Source: an optimization exercise on an open RTL-to-GDS flow (aim: small area and a short achievable clock period). Production flows keep margins and buffers that such runs may drop.
At most, simulation tests tie the RTL to the original design; equivalence was not proved.
The clock input has no modelled driver; a real chip could not lean on it and would need a root buffer or a full tree.

Setup of before:
==> flow/design.v <==
`timescale 1ns / 1ps
module cmp_l0(input a, input bn, output ng, output np);
    assign ng = ~(a & bn);
    assign np = ~(a | bn);
endmodule
module cmp_l1(input ngh, input nph, input ngl, input npl, output g, output p);
    assign g = ~(ngh & (nph | ngl));
    assign p = ~(nph | npl);
endmodule
module cmp_l2(input gh, input ph, input gl, input pl, output ng, output np);
    assign ng = ~(gh | (ph & gl));
    assign np = ~(ph & pl);
endmodule
module cmp_l3(input ngh, input nph, input ngl, input nforce, output sel);
    assign sel = ~(ngh & (nph | ngl) & nforce);
endmodule
module comparator2(
    input  [7:0] a,
    input  [7:0] bn,          
    input        nforce,      
    output       sel_a,       
    output       sel_b,
    output       sel_c);
    wire [7:0] ng0, np0;
    wire [3:0] g1, p1;
    wire [1:0] ng2, np2;
    genvar i;
    generate
        for (i = 0; i < 8; i = i + 1) begin : l0_
            cmp_l0 u(.a(a[i]), .bn(bn[i]), .ng(ng0[i]), .np(np0[i]));
        end
        for (i = 0; i < 4; i = i + 1) begin : l1_
            cmp_l1 u(.ngh(ng0[2*i+1]), .nph(np0[2*i+1]), .ngl(ng0[2*i]), .npl(np0[2*i]),
                     .g(g1[i]), .p(p1[i]));
        end
        for (i = 0; i < 2; i = i + 1) begin : l2_
            cmp_l2 u(.gh(g1[2*i+1]), .ph(p1[2*i+1]), .gl(g1[2*i]), .pl(p1[2*i]),
                     .ng(ng2[i]), .np(np2[i]));
        end
    endgenerate
    cmp_l3 ua(.ngh(ng2[1]), .nph(np2[1]), .ngl(ng2[0]), .nforce(nforce), .sel(sel_a));
    cmp_l3 ub(.ngh(ng2[1]), .nph(np2[1]), .ngl(ng2[0]), .nforce(nforce), .sel(sel_b));
    cmp_l3 uc(.ngh(ng2[1]), .nph(np2[1]), .ngl(ng2[0]), .nforce(nforce), .sel(sel_c));
endmodule
`timescale 1ns / 1ps
module pooler(
    input         clk,
    input         ce,
    input         master_rst,
    input  [7:0]  data_in,
    output [7:0]  data_out,
    output        valid_op,
    output        end_op
    );
    localparam NP = 13;               
    reg        c0;                    
    reg [3:0]  pc;                    
    reg        pc_last;               
    reg        r;                     
    reg [3:0]  band;                  
    reg        band_last;             
    reg        valid_q, end_q;
    reg        shift_q;               
    reg [7:0]  h;
    reg [7:0]  o;
    reg [7:0]  sr [0:NP-2];
    integer    i;
    wire       sel_lo, sel_hi, sel_e;  
    comparator2 cmp(.a(data_in), .bn(~h), .nforce(c0 | r),
                    .sel_a(sel_lo), .sel_b(sel_hi), .sel_c(sel_e));
    always @(posedge clk) begin
        o[3:0] <= sel_lo ? data_in[3:0] : h[3:0];
        o[7:4] <= sel_hi ? data_in[7:4] : h[7:4];
        if (ce && c0)
            h <= sr[NP-2];
        else if (ce && sel_e)
            h <= data_in;
        if (shift_q) begin
            for (i = NP-2; i > 0; i = i-1)
                sr[i] <= sr[i-1];
            sr[0] <= o;
        end
    end
    always @(posedge clk) begin
        if (master_rst) begin
            c0 <= 1'b0; pc <= 4'd0; pc_last <= 1'b0; r <= 1'b0;
            band <= 4'd0; band_last <= 1'b0;
            valid_q <= 1'b0; end_q <= 1'b0; shift_q <= 1'b0;
        end else begin
            valid_q <= ce & r & c0;
            end_q   <= ce & r & c0 & pc_last & band_last;
            shift_q <= ce & c0;
            if (ce) begin
                c0 <= ~c0;
                if (c0) begin
                    pc      <= pc_last ? 4'd0 : pc + 4'd1;
                    pc_last <= (pc == NP-2);
                    if (pc_last) begin
                        r <= ~r;
                        if (r) begin
                            band      <= band_last ? 4'd0 : band + 4'd1;
                            band_last <= (band == NP-2);
                        end
                    end
                end
            end
        end
    end
    assign data_out = o;
    assign valid_op = valid_q;
    assign end_op   = end_q;
endmodule
clock: 4.5 ns
lec_check: 0
cap_margin: 20
core_margin: 2
core_utilization: 40
setup_slack_margin: 2.8
slew_margin: 20
synth_hierarchical: 1
standard.sh (not shown) runs the stock make flow with config.mk's settings and CLKGATE_MAP_FILE= SYNTH_SCRIPT=/design/flow/synth_recipe.tcl, a recipe that flattens the netlist after the stock synthesis.
==> flow/flow/run.sh <==
#!/bin/bash
# Own layout flow: the standard ORFS flow (standard synthesis,
# floorplan, power grid, taps, placement, routing unchanged), except
#  - port buffers of a plain buffer cell instead of a delay cell,
#  - resizing not restricted to the same cell footprint,
#  - the clock tree built by flow/cts.tcl instead of TritonCTS.
# Each tool's output goes to a log of its own in the work folder; ORFS also
# keeps each step's log under orfs/logs.
set -euo pipefail
KNOBS=(MATCH_CELL_FOOTPRINT=0 "BUFFER_PORTS_ARGS=-buffer_cell sky130_fd_sc_hd__buf_2")
bash standard.sh "${KNOBS[@]}" place > flow_place.log 2>&1
export PLATFORM_DIR=$FLOW_HOME/platforms/sky130hd
export RDIR=orfs/results/sky130hd/pooler/base
export DONT_USE="sky130_fd_sc_hd__probe_p_8 sky130_fd_sc_hd__probec_p_8 sky130_fd_sc_hd__lpflow_*"
export NLEAF=${NLEAF:-4} LEAFBUF=${LEAFBUF:-sky130_fd_sc_hd__clkbuf_16} ROOTBUF=${ROOTBUF:-sky130_fd_sc_hd__clkbuf_16}
export SETUP_MARGIN=${SETUP_MARGIN:-2.8}
openroad -no_init -exit flow/cts.tcl > flow_cts.log 2>&1
bash standard.sh "${KNOBS[@]}" finish > flow_finish.log 2>&1
Other scripts of this flow, unchanged in this note and not shown: flow/flow/cts.tcl
Setup changes, before to after
==> flow/design.v, changed modules only <==
module comparator2(
    input  [7:0] a,
    input  [7:0] bn,          
    input        nforce,      
    output       sel_a,       
    output       sel_b);
    wire [7:0] ng0, np0;
    wire [3:0] g1, p1;
    wire [1:0] ng2, np2;
    genvar i;
    generate
        for (i = 0; i < 8; i = i + 1) begin : l0_
            cmp_l0 u(.a(a[i]), .bn(bn[i]), .ng(ng0[i]), .np(np0[i]));
        end
        for (i = 0; i < 4; i = i + 1) begin : l1_
            cmp_l1 u(.ngh(ng0[2*i+1]), .nph(np0[2*i+1]), .ngl(ng0[2*i]), .npl(np0[2*i]),
                     .g(g1[i]), .p(p1[i]));
        end
        for (i = 0; i < 2; i = i + 1) begin : l2_
            cmp_l2 u(.gh(g1[2*i+1]), .ph(p1[2*i+1]), .gl(g1[2*i]), .pl(p1[2*i]),
                     .ng(ng2[i]), .np(np2[i]));
        end
    endgenerate
    cmp_l3 ua(.ngh(ng2[1]), .nph(np2[1]), .ngl(ng2[0]), .nforce(nforce), .sel(sel_a));
    cmp_l3 ub(.ngh(ng2[1]), .nph(np2[1]), .ngl(ng2[0]), .nforce(nforce), .sel(sel_b));
endmodule
module pooler(
    input         clk,
    input         ce,
    input         master_rst,
    input  [7:0]  data_in,
    output [7:0]  data_out,
    output        valid_op,
    output        end_op
    );
    localparam NP = 13;               
    reg        c0;                    
    reg [3:0]  pc;                    
    reg        r;                     
    reg [3:0]  band;                  
    reg        valid_q, end_q;
    reg        shift_q;               
    reg [7:0]  hn;                    
    wire [7:0] h = ~hn;
    reg [7:0]  o;
    reg [7:0]  sr [0:NP-2];
    integer    i;
    wire       pc_last   = pc[3] & pc[2];
    wire       band_last = band[3] & band[2];
    wire       sel, sel_e;            
    comparator2 cmp(.a(data_in), .bn(hn), .nforce(c0 | r), .sel_a(sel), .sel_b(sel_e));
    wire       h_en = ce & (c0 | sel_e);
    wire [7:0] h_d  = c0 ? sr[NP-2] : data_in;
    always @(posedge clk) begin
        o <= sel ? data_in : h;
        if (h_en)
            hn <= ~h_d;
        if (shift_q) begin
            for (i = NP-2; i > 0; i = i-1)
                sr[i] <= sr[i-1];
            sr[0] <= o;
        end
    end
    always @(posedge clk) begin
        if (master_rst) begin
            c0 <= 1'b0; pc <= 4'd0; r <= 1'b0; band <= 4'd0;
            valid_q <= 1'b0; end_q <= 1'b0; shift_q <= 1'b0;
        end else begin
            valid_q <= ce & r & c0;
            end_q   <= ce & r & c0 & pc_last & band_last;
            shift_q <= ce & c0;
            if (ce) begin
                c0 <= ~c0;
                if (c0) begin
                    pc <= pc_last ? 4'd0 : pc + 4'd1;
                    if (pc_last) begin
                        r <= ~r;
                        if (r)
                            band <= band_last ? 4'd0 : band + 4'd1;
                    end
                end
            end
        end
    end
    assign data_out = o;
    assign valid_op = valid_q;
    assign end_op   = end_q;
endmodule
- Delta(area of the multi-input gates, after - before) < 0
- Die area | after < before
- As far as met3 usage in global routing is concerned, after and before perform about the same.
- Against before, after comes in 0.66 um lower on routed wire length per instance.
- Going from before to after, actual transition at the worst max-transition pin grows by 0.13 ns.
- Summary: detailed placement HPWL, after better than before
Function not checked in before: the RTL went through the layout flow alone. No run of this note takes its clock network from TritonCTS; it comes from the design's own scripts or RTL.

## re-timing with driven ports
No port has a modelled driver above. Below, the same layouts with a new extraction and two added sets of constraints.
Step 1 (the two cells are an assumption about what drives the block):
set clk [get_ports {clk}]
set_driving_cell -lib_cell sky130_fd_sc_hd__clkbuf_16 $clk
set_driving_cell -lib_cell sky130_fd_sc_hd__buf_2 [delete_from_list [all_inputs] $clk]
Step 2 adds t to the input delays and takes it off the output delays; t is the mean of the earliest and latest rising clock arrival at the registers after step 1. Input paths then give back, and output paths get back, about the clock's delay inside the block.
Slacks: ideal ports / drivers / drivers and shift; pairs: ideal ports / drivers.
run | t, ns | slack for setup (ns) | latest minus earliest clock arrival (ns) | pins driven straight from the clock port
before | 0.368 | 2.757 / 2.724 / 2.401 | 0.017 / 0.018 | 1
after | 0.362 | 2.791 / 2.757 / 2.423 | 0.016 / 0.016 | 1
After both steps every run listed still meets setup and hold. For after, which loses most, drivers alone change the setup slack by -0.034 ns; drivers and shift together by -0.368 ns.
